Source: an optimization exercise on an open RTL-to-GDS flow (aim: small area and a short achievable clock period). Production flows keep margins and buffers that such runs may drop. Function was checked by simulation only, so behaviour that the tests miss may differ from the original. No activity file was given, so power comes from the tool's default toggle rates.

==> wip/willow: inputs <==
// panda_exec
module panda_exec (
  input  logic        clk_i,
  input  logic        rst_ni,
  input  logic [ 3:0] operator_i,
  input  logic [ 4:0] rs1_addr_i,
  input  logic [ 4:0] rs2_addr_i,
  input  logic [ 4:0] rd_addr_i,
  input  logic        rd_we_i,
  input  logic        use_imm_i,
  input  logic [31:0] imm_i,
  output logic [31:0] result_o
);
make LEC_CHECK=0 CAP_MARGIN=20 CORE_MARGIN=2 CORE_UTILIZATION=40 CTS_CLUSTER_DIAMETER=80 CTS_CLUSTER_SIZE=24 SETUP_SLACK_MARGIN=4.0 SLEW_MARGIN=20 SYNTH_HIERARCHICAL=1 TNS_END_PERCENT=10 finish   # period 7.5 ns
run.sh (not shown) runs the stock make flow with config.mk's settings and CLKGATE_MAP_FILE= SYNTH_SCRIPT=/design/flow/synth_recipe.tcl, a recipe that flattens the netlist after the stock synthesis.
==> wip/amber (differences from wip/willow) <==
--- a/flow/design.v
+++ b/flow/design.v
@@ -211,14 +211,15 @@
 );
   assign data_no = ~data_i;
 endmodule
 module panda_alu (
   input  logic [ 3:0] operator_i,
   input  logic [31:0] operand_a_i,
   input  logic [31:0] operand_b_i,
+  input  logic [ 4:0] shamt_i,       
   output logic [31:0] result_o
 );
   logic adder_sub, arithmetic;
   logic en_add, en_and, en_or, en_xor, en_sll, en_sr;
   logic en_eq, en_ne, en_lt, en_ltu, en_ge, en_geu;
   panda_alu_decode i_decode (
     .operator_i  (operator_i),
@@ -239,31 +240,21 @@
     .sum_o      (sum        ),
     .carry_o    (carry      )
   );
   logic [31:0] shift_left, shift_right;
   panda_shifter i_shifter (
     .arithmetic_i(arithmetic      ),
     .operand_i   (operand_a_i     ),
-    .amount_i    (operand_b_i[4:0]),
+    .amount_i    (shamt_i         ),
     .left_o      (shift_left      ),
     .right_o     (shift_right     )
   );
-  logic [31:0] e;
-  logic [ 7:0] e8n;
-  logic [ 3:0] e16;
-  logic [ 1:0] e32n;
-  logic        is_equal;
-  panda_alu_xnor i_eq1 (.a_i(operand_a_i), .b_i(operand_b_i), .y_o(e));
-  panda_alu_nand4 #(.N(8)) i_eq2 (.a_i(e), .y_no(e8n));
-  panda_alu_nor2 #(.N(4)) i_eq3 (.a_ni(e8n), .y_o(e16));
-  panda_alu_nand2 #(.N(2)) i_eq4 (.a_i(e16), .y_no(e32n));
-  assign is_equal = ~(e32n[0] | e32n[1]);
   logic cmp1, cmp0;
   panda_alu_compare i_compare (
-    .eq_i   (is_equal                            ),
+    .p_i    (p                                   ),
     .signs_i(operand_a_i[31] ^ operand_b_i[31]   ),
     .en_i   ({en_eq, en_ne, en_lt, en_ltu, en_ge, en_geu}),
     .cmp1_o (cmp1                                ),
     .cmp0_o (cmp0                                )
   );
   logic [31:0] t1n, t2n, t3n;
   logic        t4n;
@@ -300,23 +291,23 @@
                  op == panda_pkg::ALU_NE,
                  op == panda_pkg::ALU_LT,
                  op == panda_pkg::ALU_LTU,
                  op == panda_pkg::ALU_GE,
                  op == panda_pkg::ALU_GEU};
 endmodule
 module panda_alu_compare (
-  input  logic        eq_i,       
+  input  logic [31:0] p_i,
   input  logic        signs_i,    
   input  logic [ 5:0] en_i,       
   output logic        cmp1_o,     
   output logic        cmp0_o      
 );
   logic is_equal, en_eq, en_ne, en_lt, en_ltu, en_ge, en_geu;
   assign {en_eq, en_ne, en_lt, en_ltu, en_ge, en_geu} = en_i;
-  assign is_equal = eq_i;
+  assign is_equal = &p_i;
   logic eq_res;
   assign eq_res = (en_eq & is_equal) | (en_ne & ~is_equal);
   assign cmp1_o = eq_res | (en_lt & signs_i)  | (en_ge & ~signs_i) | en_geu;
   assign cmp0_o = eq_res | (en_lt & ~signs_i) | (en_ge & signs_i)  | en_ltu;
 endmodule
 module panda_alu_aoi22 (
   input  logic [31:0] a_i,
@@ -340,115 +331,85 @@
   input  logic [31:0] t2n_i,
   input  logic [31:0] t3n_i,
   input  logic        t4n_i,     
   output logic [31:0] result_o
 );
   assign result_o = ~(t1n_i & t2n_i & t3n_i & {31'h7fffffff, t4n_i});
 endmodule
-module panda_alu_xnor (
-  input  logic [31:0] a_i,
-  input  logic [31:0] b_i,
-  output logic [31:0] y_o
-);
-  assign y_o = ~(a_i ^ b_i);
-endmodule
-module panda_alu_nand4 #(
-  parameter int N = 8
-) (
-  input  logic [4*N-1:0] a_i,
-  output logic [  N-1:0] y_no
-);
-  for (genvar k = 0; k < N; k++) begin : g_k
-    assign y_no[k] = ~(&a_i[4*k +: 4]);
-  end
-endmodule
-module panda_alu_nor2 #(
-  parameter int N = 4
-) (
-  input  logic [2*N-1:0] a_ni,
-  output logic [  N-1:0] y_o
-);
-  for (genvar k = 0; k < N; k++) begin : g_k
-    assign y_o[k] = ~(|a_ni[2*k +: 2]);
-  end
-endmodule
-module panda_alu_nand2 #(
-  parameter int N = 2
-) (
-  input  logic [2*N-1:0] a_i,
-  output logic [  N-1:0] y_no
-);
-  for (genvar k = 0; k < N; k++) begin : g_k
-    assign y_no[k] = ~(&a_i[2*k +: 2]);
-  end
-endmodule
 module panda_rf_read #(
-  parameter bit Extra = 1'b0    
+  parameter bit Extra = 1'b0,   
+  parameter int W     = 32
 ) (
-  input  logic [31:0]       sel_i,
-  input  logic [31:0][31:0] data_i,
-  input  logic [31:0]       extra_i,    
-  output logic [31:0]       data_o
-);
-  logic [15:0][31:0] s1n;    
-  logic [ 3:0][31:0] s2;     
-  logic [ 1:0][31:0] s3n;    
+  input  logic [31:0]        sel_i,
+  input  logic [31:0][W-1:0] data_i,
+  input  logic [W-1:0]       extra_i,    
+  output logic [W-1:0]       data_o
+);
+  logic [15:0][W-1:0] s1n;    
+  logic [ 3:0][W-1:0] s2;     
+  logic [ 1:0][W-1:0] s3n;    
   for (genvar k = 0; k < 16; k++) begin : g_s1
-    panda_rf_aoi22 i_aoi (
+    panda_rf_aoi22 #(.W(W)) i_aoi (
       .a_i (data_i[2*k]  ),
       .sa_i(sel_i[2*k]   ),
       .b_i (data_i[2*k+1]),
       .sb_i(sel_i[2*k+1] ),
       .y_no(s1n[k]       )
     );
   end
   for (genvar k = 0; k < 4; k++) begin : g_s2
-    panda_rf_nand4 i_nand (
+    panda_rf_nand4 #(.W(W)) i_nand (
       .a_ni(s1n[4*k]  ),
       .b_ni(s1n[4*k+1]),
       .c_ni(s1n[4*k+2]),
       .d_ni(s1n[4*k+3]),
       .y_o (s2[k]     )
     );
   end
   for (genvar k = 0; k < 2; k++) begin : g_s3
-    panda_rf_nor2 i_nor (
+    panda_rf_nor2 #(.W(W)) i_nor (
       .a_i (s2[2*k]  ),
       .b_i (s2[2*k+1]),
       .y_no(s3n[k]   )
     );
   end
   if (Extra) begin : g_extra
     assign data_o = ~(s3n[0] & s3n[1] & ~extra_i);
   end else begin : g_plain
     assign data_o = ~(s3n[0] & s3n[1]);
   end
 endmodule
-module panda_rf_aoi22 (
-  input  logic [31:0] a_i,
-  input  logic        sa_i,
-  input  logic [31:0] b_i,
-  input  logic        sb_i,
-  output logic [31:0] y_no
+module panda_rf_aoi22 #(
+  parameter int W = 32
+) (
+  input  logic [W-1:0] a_i,
+  input  logic         sa_i,
+  input  logic [W-1:0] b_i,
+  input  logic         sb_i,
+  output logic [W-1:0] y_no
 );
-  assign y_no = ~(({32{sa_i}} & a_i) | ({32{sb_i}} & b_i));
+  assign y_no = ~(({W{sa_i}} & a_i) | ({W{sb_i}} & b_i));
 endmodule
-module panda_rf_nand4 (
-  input  logic [31:0] a_ni,
-  input  logic [31:0] b_ni,
-  input  logic [31:0] c_ni,
-  input  logic [31:0] d_ni,
-  output logic [31:0] y_o
+module panda_rf_nand4 #(
+  parameter int W = 32
+) (
+  input  logic [W-1:0] a_ni,
+  input  logic [W-1:0] b_ni,
+  input  logic [W-1:0] c_ni,
+  input  logic [W-1:0] d_ni,
+  output logic [W-1:0] y_o
 );
   assign y_o = ~(a_ni & b_ni & c_ni & d_ni);
 endmodule
-module panda_rf_nor2 (
-  input  logic [31:0] a_i,
-  input  logic [31:0] b_i,
-  output logic [31:0] y_no
+module panda_rf_nor2 #(
+  parameter int W = 32
+) (
+  input  logic [W-1:0] a_i,
+  input  logic [W-1:0] b_i,
+  output logic [W-1:0] y_no
 );
   assign y_no = ~(a_i | b_i);
 endmodule
 module panda_rf_decode #(
   parameter bit Gate = 1'b0
 ) (
   input  logic [ 4:0] addr_i,
@@ -474,78 +435,91 @@
   input  logic        rd_we_i,
   input  logic        use_imm_i,
   input  logic [31:0] imm_i,
   output logic [31:0] result_o
 );
   logic [31:0]       operand_a;
   logic [31:0]       operand_b;
+  logic [ 4:0]       shamt;       
   logic [31:0]       alu_result;
   logic [31:0]       result_q;
   logic [31:1][31:0] regs_q;
-  logic [31:1]       valid_q;    
   logic [31:1]       pend_q;     
-  logic [31:1]       ready;      
+  logic [31:1]       ready_q;    
+  logic [31:1]       pend_d;
   logic [ 4:0]       wr_addr_q;
   logic              wr_en_q;
+  for (genvar i = 1; i < 32; i++) begin : g_pend
+    assign pend_d[i] = rd_we_i & (rd_addr_i == i);
+  end
   always_ff @(posedge clk_i or negedge rst_ni) begin
     if (~rst_ni) begin
       pend_q  <= '0;
-      valid_q <= '0;
+      ready_q <= '0;
       wr_en_q <= 1'b0;
     end else begin
-      for (int i = 1; i < 32; i++) begin
-        pend_q[i] <= rd_we_i & (rd_addr_i == i);
-      end
-      valid_q <= valid_q | pend_q;
+      pend_q  <= pend_d;
+      ready_q <= (ready_q | pend_q) & ~pend_d;
       wr_en_q <= rd_we_i & (rd_addr_i != 5'd0);
     end
   end
   always_ff @(posedge clk_i) begin
     wr_addr_q <= rd_addr_i;
   end
   always_ff @(posedge clk_i) begin
     for (int i = 1; i < 32; i++) begin
       if (pend_q[i]) begin
         regs_q[i] <= result_q;
       end
     end
   end
-  assign ready = valid_q & ~pend_q;
   logic [31:1] sel1, sel2;
   logic        byp1, byp2;
   panda_rf_decode #(.Gate(1'b0)) i_decode_a (
     .addr_i (rs1_addr_i),
-    .ready_i(ready     ),
+    .ready_i(ready_q   ),
     .gate_i (1'b0      ),
     .sel_o  (sel1      )
   );
   panda_rf_decode #(.Gate(1'b1)) i_decode_b (
     .addr_i (rs2_addr_i),
-    .ready_i(ready     ),
+    .ready_i(ready_q   ),
     .gate_i (use_imm_i ),
     .sel_o  (sel2      )
   );
   assign byp1 = wr_en_q & (rs1_addr_i == wr_addr_q);
   assign byp2 = wr_en_q & (rs2_addr_i == wr_addr_q) & ~use_imm_i;
   panda_rf_read #(.Extra(1'b0)) i_read_a (
     .sel_i  ({sel1, byp1}),
     .data_i ({regs_q, result_q}),
     .extra_i('0),
     .data_o (operand_a)
   );
+  logic [31:0][4:0] regs_lo;
+  assign regs_lo[0] = result_q[4:0];
+  for (genvar i = 1; i < 32; i++) begin : g_lo
+    assign regs_lo[i] = regs_q[i][4:0];
+  end
   panda_rf_read #(.Extra(1'b1)) i_read_b (
     .sel_i  ({sel2, byp2}),
     .data_i ({regs_q, result_q}),
     .extra_i({32{use_imm_i}} & imm_i),
     .data_o (operand_b)
   );
+  panda_rf_read #(.Extra(1'b1), .W(5)) i_read_shamt (
+    .sel_i  ({sel2, byp2}),
+    .data_i (regs_lo),
+    .extra_i({5{use_imm_i}} & imm_i[4:0]),
+    .data_o (shamt)
+  );
   panda_alu i_alu (
     .operator_i (operator_i),
     .operand_a_i(operand_a ),
     .operand_b_i(operand_b ),
+    .shamt_i    (shamt     ),
     .result_o   (alu_result)
   );
   always_ff @(posedge clk_i or negedge rst_ni) begin
     if (~rst_ni) begin
       result_q <= '0;
     end else begin
       result_q <= alu_result;
Settings changed: SETUP_SLACK_MARGIN 4.0 to 3.0.
==> wip/raven (differences from wip/willow) <==
--- a/flow/design.v
+++ b/flow/design.v
@@ -243,27 +243,17 @@
   panda_shifter i_shifter (
     .arithmetic_i(arithmetic      ),
     .operand_i   (operand_a_i     ),
     .amount_i    (operand_b_i[4:0]),
     .left_o      (shift_left      ),
     .right_o     (shift_right     )
   );
-  logic [31:0] e;
-  logic [ 7:0] e8n;
-  logic [ 3:0] e16;
-  logic [ 1:0] e32n;
-  logic        is_equal;
-  panda_alu_xnor i_eq1 (.a_i(operand_a_i), .b_i(operand_b_i), .y_o(e));
-  panda_alu_nand4 #(.N(8)) i_eq2 (.a_i(e), .y_no(e8n));
-  panda_alu_nor2 #(.N(4)) i_eq3 (.a_ni(e8n), .y_o(e16));
-  panda_alu_nand2 #(.N(2)) i_eq4 (.a_i(e16), .y_no(e32n));
-  assign is_equal = ~(e32n[0] | e32n[1]);
   logic cmp1, cmp0;
   panda_alu_compare i_compare (
-    .eq_i   (is_equal                            ),
+    .p_i    (p                                   ),
     .signs_i(operand_a_i[31] ^ operand_b_i[31]   ),
     .en_i   ({en_eq, en_ne, en_lt, en_ltu, en_ge, en_geu}),
     .cmp1_o (cmp1                                ),
     .cmp0_o (cmp0                                )
   );
   logic [31:0] t1n, t2n, t3n;
   logic        t4n;
@@ -300,23 +290,23 @@
                  op == panda_pkg::ALU_NE,
                  op == panda_pkg::ALU_LT,
                  op == panda_pkg::ALU_LTU,
                  op == panda_pkg::ALU_GE,
                  op == panda_pkg::ALU_GEU};
 endmodule
 module panda_alu_compare (
-  input  logic        eq_i,       
+  input  logic [31:0] p_i,
   input  logic        signs_i,    
   input  logic [ 5:0] en_i,       
   output logic        cmp1_o,     
   output logic        cmp0_o      
 );
   logic is_equal, en_eq, en_ne, en_lt, en_ltu, en_ge, en_geu;
   assign {en_eq, en_ne, en_lt, en_ltu, en_ge, en_geu} = en_i;
-  assign is_equal = eq_i;
+  assign is_equal = &p_i;
   logic eq_res;
   assign eq_res = (en_eq & is_equal) | (en_ne & ~is_equal);
   assign cmp1_o = eq_res | (en_lt & signs_i)  | (en_ge & ~signs_i) | en_geu;
   assign cmp0_o = eq_res | (en_lt & ~signs_i) | (en_ge & signs_i)  | en_ltu;
 endmodule
 module panda_alu_aoi22 (
   input  logic [31:0] a_i,
@@ -340,51 +330,14 @@
   input  logic [31:0] t2n_i,
   input  logic [31:0] t3n_i,
   input  logic        t4n_i,     
   output logic [31:0] result_o
 );
   assign result_o = ~(t1n_i & t2n_i & t3n_i & {31'h7fffffff, t4n_i});
 endmodule
-module panda_alu_xnor (
-  input  logic [31:0] a_i,
-  input  logic [31:0] b_i,
-  output logic [31:0] y_o
-);
-  assign y_o = ~(a_i ^ b_i);
-endmodule
-module panda_alu_nand4 #(
-  parameter int N = 8
-) (
-  input  logic [4*N-1:0] a_i,
-  output logic [  N-1:0] y_no
-);
-  for (genvar k = 0; k < N; k++) begin : g_k
-    assign y_no[k] = ~(&a_i[4*k +: 4]);
-  end
-endmodule
-module panda_alu_nor2 #(
-  parameter int N = 4
-) (
-  input  logic [2*N-1:0] a_ni,
-  output logic [  N-1:0] y_o
-);
-  for (genvar k = 0; k < N; k++) begin : g_k
-    assign y_o[k] = ~(|a_ni[2*k +: 2]);
-  end
-endmodule
-module panda_alu_nand2 #(
-  parameter int N = 2
-) (
-  input  logic [2*N-1:0] a_i,
-  output logic [  N-1:0] y_no
-);
-  for (genvar k = 0; k < N; k++) begin : g_k
-    assign y_no[k] = ~(&a_i[2*k +: 2]);
-  end
-endmodule
 module panda_rf_read #(
   parameter bit Extra = 1'b0    
 ) (
   input  logic [31:0]       sel_i,
   input  logic [31:0][31:0] data_i,
   input  logic [31:0]       extra_i,    
   output logic [31:0]       data_o
@@ -452,20 +405,66 @@
   parameter bit Gate = 1'b0
 ) (
   input  logic [ 4:0] addr_i,
   input  logic [31:1] ready_i,
   input  logic        gate_i,
   output logic [31:1] sel_o
 );
+  logic [ 3:0] lo_n;     
+  logic [ 7:0] hi_n;     
+  logic [31:1] rdy_n;    
+  logic [4:0] addr_n;
+  panda_rf_inv i_inv (.a_i(addr_i), .y_no(addr_n));
+  panda_rf_predec i_predec (.addr_i(addr_i), .addr_ni(addr_n), .lo_no(lo_n), .hi_no(hi_n));
+  panda_rf_ready #(.Gate(Gate)) i_ready (.ready_i(ready_i), .gate_i(gate_i), .rdy_no(rdy_n));
+  panda_rf_sel i_sel (.lo_ni(lo_n), .hi_ni(hi_n), .rdy_ni(rdy_n), .sel_o(sel_o));
+endmodule
+module panda_rf_inv (
+  input  logic [4:0] a_i,
+  output logic [4:0] y_no
+);
+  assign y_no = ~a_i;
+endmodule
+module panda_rf_predec (
+  input  logic [4:0] addr_i,
+  input  logic [4:0] addr_ni,
+  output logic [3:0] lo_no,
+  output logic [7:0] hi_no
+);
+  for (genvar k = 0; k < 4; k++) begin : g_lo
+    assign lo_no[k] = ~((k & 1 ? addr_i[0] : addr_ni[0]) &
+                        (k & 2 ? addr_i[1] : addr_ni[1]));
+  end
+  for (genvar m = 0; m < 8; m++) begin : g_hi
+    assign hi_no[m] = ~((m & 1 ? addr_i[2] : addr_ni[2]) &
+                        (m & 2 ? addr_i[3] : addr_ni[3]) &
+                        (m & 4 ? addr_i[4] : addr_ni[4]));
+  end
+endmodule
+module panda_rf_ready #(
+  parameter bit Gate = 1'b0
+) (
+  input  logic [31:1] ready_i,
+  input  logic        gate_i,
+  output logic [31:1] rdy_no
+);
+  if (Gate) begin : g_gated
+    assign rdy_no = ~ready_i | {31{gate_i}};
+  end else begin : g_plain
+    assign rdy_no = ~ready_i;
+  end
+endmodule
+module panda_rf_sel (
+  input  logic [ 3:0] lo_ni,
+  input  logic [ 7:0] hi_ni,
+  input  logic [31:1] rdy_ni,
+  output logic [31:1] sel_o
+);
   for (genvar i = 1; i < 32; i++) begin : g_sel
-    if (Gate) begin : g_gated
-      assign sel_o[i] = (addr_i == i) & ready_i[i] & ~gate_i;
-    end else begin : g_plain
-      assign sel_o[i] = (addr_i == i) & ready_i[i];
-    end
+    assign sel_o[i] = ~(lo_ni[i % 4] | hi_ni[i / 4] | rdy_ni[i]);
   end
 endmodule
 module panda_exec (
   input  logic        clk_i,
   input  logic        rst_ni,
   input  logic [ 3:0] operator_i,
   input  logic [ 4:0] rs1_addr_i,
@@ -477,54 +476,54 @@
   output logic [31:0] result_o
 );
   logic [31:0]       operand_a;
   logic [31:0]       operand_b;
   logic [31:0]       alu_result;
   logic [31:0]       result_q;
   logic [31:1][31:0] regs_q;
-  logic [31:1]       valid_q;    
   logic [31:1]       pend_q;     
-  logic [31:1]       ready;      
+  logic [31:1]       ready_q;    
+  logic [31:1]       pend_d;
   logic [ 4:0]       wr_addr_q;
   logic              wr_en_q;
+  for (genvar i = 1; i < 32; i++) begin : g_pend
+    assign pend_d[i] = rd_we_i & (rd_addr_i == i);
+  end
   always_ff @(posedge clk_i or negedge rst_ni) begin
     if (~rst_ni) begin
       pend_q  <= '0;
-      valid_q <= '0;
+      ready_q <= '0;
       wr_en_q <= 1'b0;
     end else begin
-      for (int i = 1; i < 32; i++) begin
-        pend_q[i] <= rd_we_i & (rd_addr_i == i);
-      end
-      valid_q <= valid_q | pend_q;
+      pend_q  <= pend_d;
+      ready_q <= (ready_q | pend_q) & ~pend_d;
       wr_en_q <= rd_we_i & (rd_addr_i != 5'd0);
     end
   end
   always_ff @(posedge clk_i) begin
     wr_addr_q <= rd_addr_i;
   end
   always_ff @(posedge clk_i) begin
     for (int i = 1; i < 32; i++) begin
       if (pend_q[i]) begin
         regs_q[i] <= result_q;
       end
     end
   end
-  assign ready = valid_q & ~pend_q;
   logic [31:1] sel1, sel2;
   logic        byp1, byp2;
   panda_rf_decode #(.Gate(1'b0)) i_decode_a (
     .addr_i (rs1_addr_i),
-    .ready_i(ready     ),
+    .ready_i(ready_q   ),
     .gate_i (1'b0      ),
     .sel_o  (sel1      )
   );
   panda_rf_decode #(.Gate(1'b1)) i_decode_b (
     .addr_i (rs2_addr_i),
-    .ready_i(ready     ),
+    .ready_i(ready_q   ),
     .gate_i (use_imm_i ),
     .sel_o  (sel2      )
   );
   assign byp1 = wr_en_q & (rs1_addr_i == wr_addr_q);
   assign byp2 = wr_en_q & (rs2_addr_i == wr_addr_q) & ~use_imm_i;
   panda_rf_read #(.Extra(1'b0)) i_read_a (
     .sel_i  ({sel1, byp1}),
Settings changed: SETUP_SLACK_MARGIN 4.0 to 3.0.
==> comparison <==
- Register-to-register slack, highest first: wip/amber, wip/raven, wip/willow.
- Combinational power: wip/willow is lower than wip/amber (about 8%).
- The lowest die area belongs to wip/raven, the highest to wip/amber.
- Setup slack: wip/willow > wip/raven > wip/amber.
- Of wip/raven and wip/amber, wip/raven has the higher worst hold slack (gap 0.021 ns).
- Critical path depth is the same in wip/raven and wip/amber.
- First-iteration DRC count: wip/raven < wip/amber < wip/willow.
- In flip-flop and latch count, wip/raven and wip/amber do not differ.
- The highest total power belongs to wip/raven, the lowest to wip/willow.
- Synthesized cell count: wip/willow is smaller than wip/raven (about 0.7%).
- Of wip/amber and wip/willow, wip/willow has the higher count of clock-buffer cells in the layout (gap 6).
==> figures <==
                                                                       wip/raven      wip/willow       wip/amber
Run status                                                        finished clean  finished clean  finished clean
Cell count of the worst hold path                                              2               1               0
End of the worst register-to-register path                           result_q[0]     result_q[0]    result_q[30]
Number of cells traversed by the worst register-to-register path              17              18              15
Share of cell area taken by flip-flops and latches                         52.8%           51.2%           51.7%
Layout cells sized above 1                                                 17.8%           23.8%           20.1%
Sequential power                                                         7.29 mW         7.10 mW         7.34 mW
Inserted Diodes                                                                5              14              15
Met3 wirelength from detailed routing                                   24500 µm        33000 µm        28600 µm
Data required time of the worst path                                     8.05 ns         8.07 ns         8.10 ns
Count of vias placed by the detailed router                                41000           43200           43600
Post-synthesis instance total                                               4151            4121            4202
P&R area growth vs syn                                                     14.1%           17.4%           15.3%
Post-route design area                                                 61200 µm²       63100 µm²       62500 µm²
Count of fill cells added during filler insertion                          11900           11900           12000
Mapped Area                                                            53700 µm²       53700 µm²       54200 µm²
Worst Tran Pin Value                                                     1.25 ns        0.991 ns         1.19 ns
PnR Total Power                                                          14.4 mW         14.0 mW         14.4 mW
Library cell appearing most often on the critical path                   mux2i_1         nand4_1               -
Non-clock buffering overhead in the final layout                           5.93%           7.91%           7.17%
Overall die width                                                         370 µm          371 µm          372 µm
Power density relative to cell area                                   235 nW/µm²      221 nW/µm²      230 nW/µm²
Sequential cell area                                                   32300 µm²       32300 µm²       32300 µm²

## what the ideal ports hide
Ports are ideal in the flow. The routed layouts listed here were re-timed in OpenROAD. Step 1 (the two cells are an assumption about what drives the block):
set clk [get_ports {clk_i}]
set_driving_cell -lib_cell sky130_fd_sc_hd__clkbuf_16 $clk
set_driving_cell -lib_cell sky130_fd_sc_hd__buf_2 [delete_from_list [all_inputs] $clk]
Step 2 also shifts input and output timing later by t, the mid clock arrival at the registers, as if the neighbouring blocks saw the same clock. Slacks: no drivers / after step 1 / after step 2; pairs: no drivers / after step 1.
run	t (ns)	setup slack, ns	worst register clock-pin slew, ns
wip/willow	0.778	2.852 / 2.852 / 2.122	0.11 / 0.11
wip/amber	0.796	2.617 / 2.483 / 1.687	0.10 / 0.10
wip/raven	0.792	2.722 / 2.670 / 1.879	0.11 / 0.11
After both steps every run listed still meets setup and hold. The setup slack of wip/amber, which loses most, moves by -0.134 ns with the drivers and by -0.930 ns with both steps.
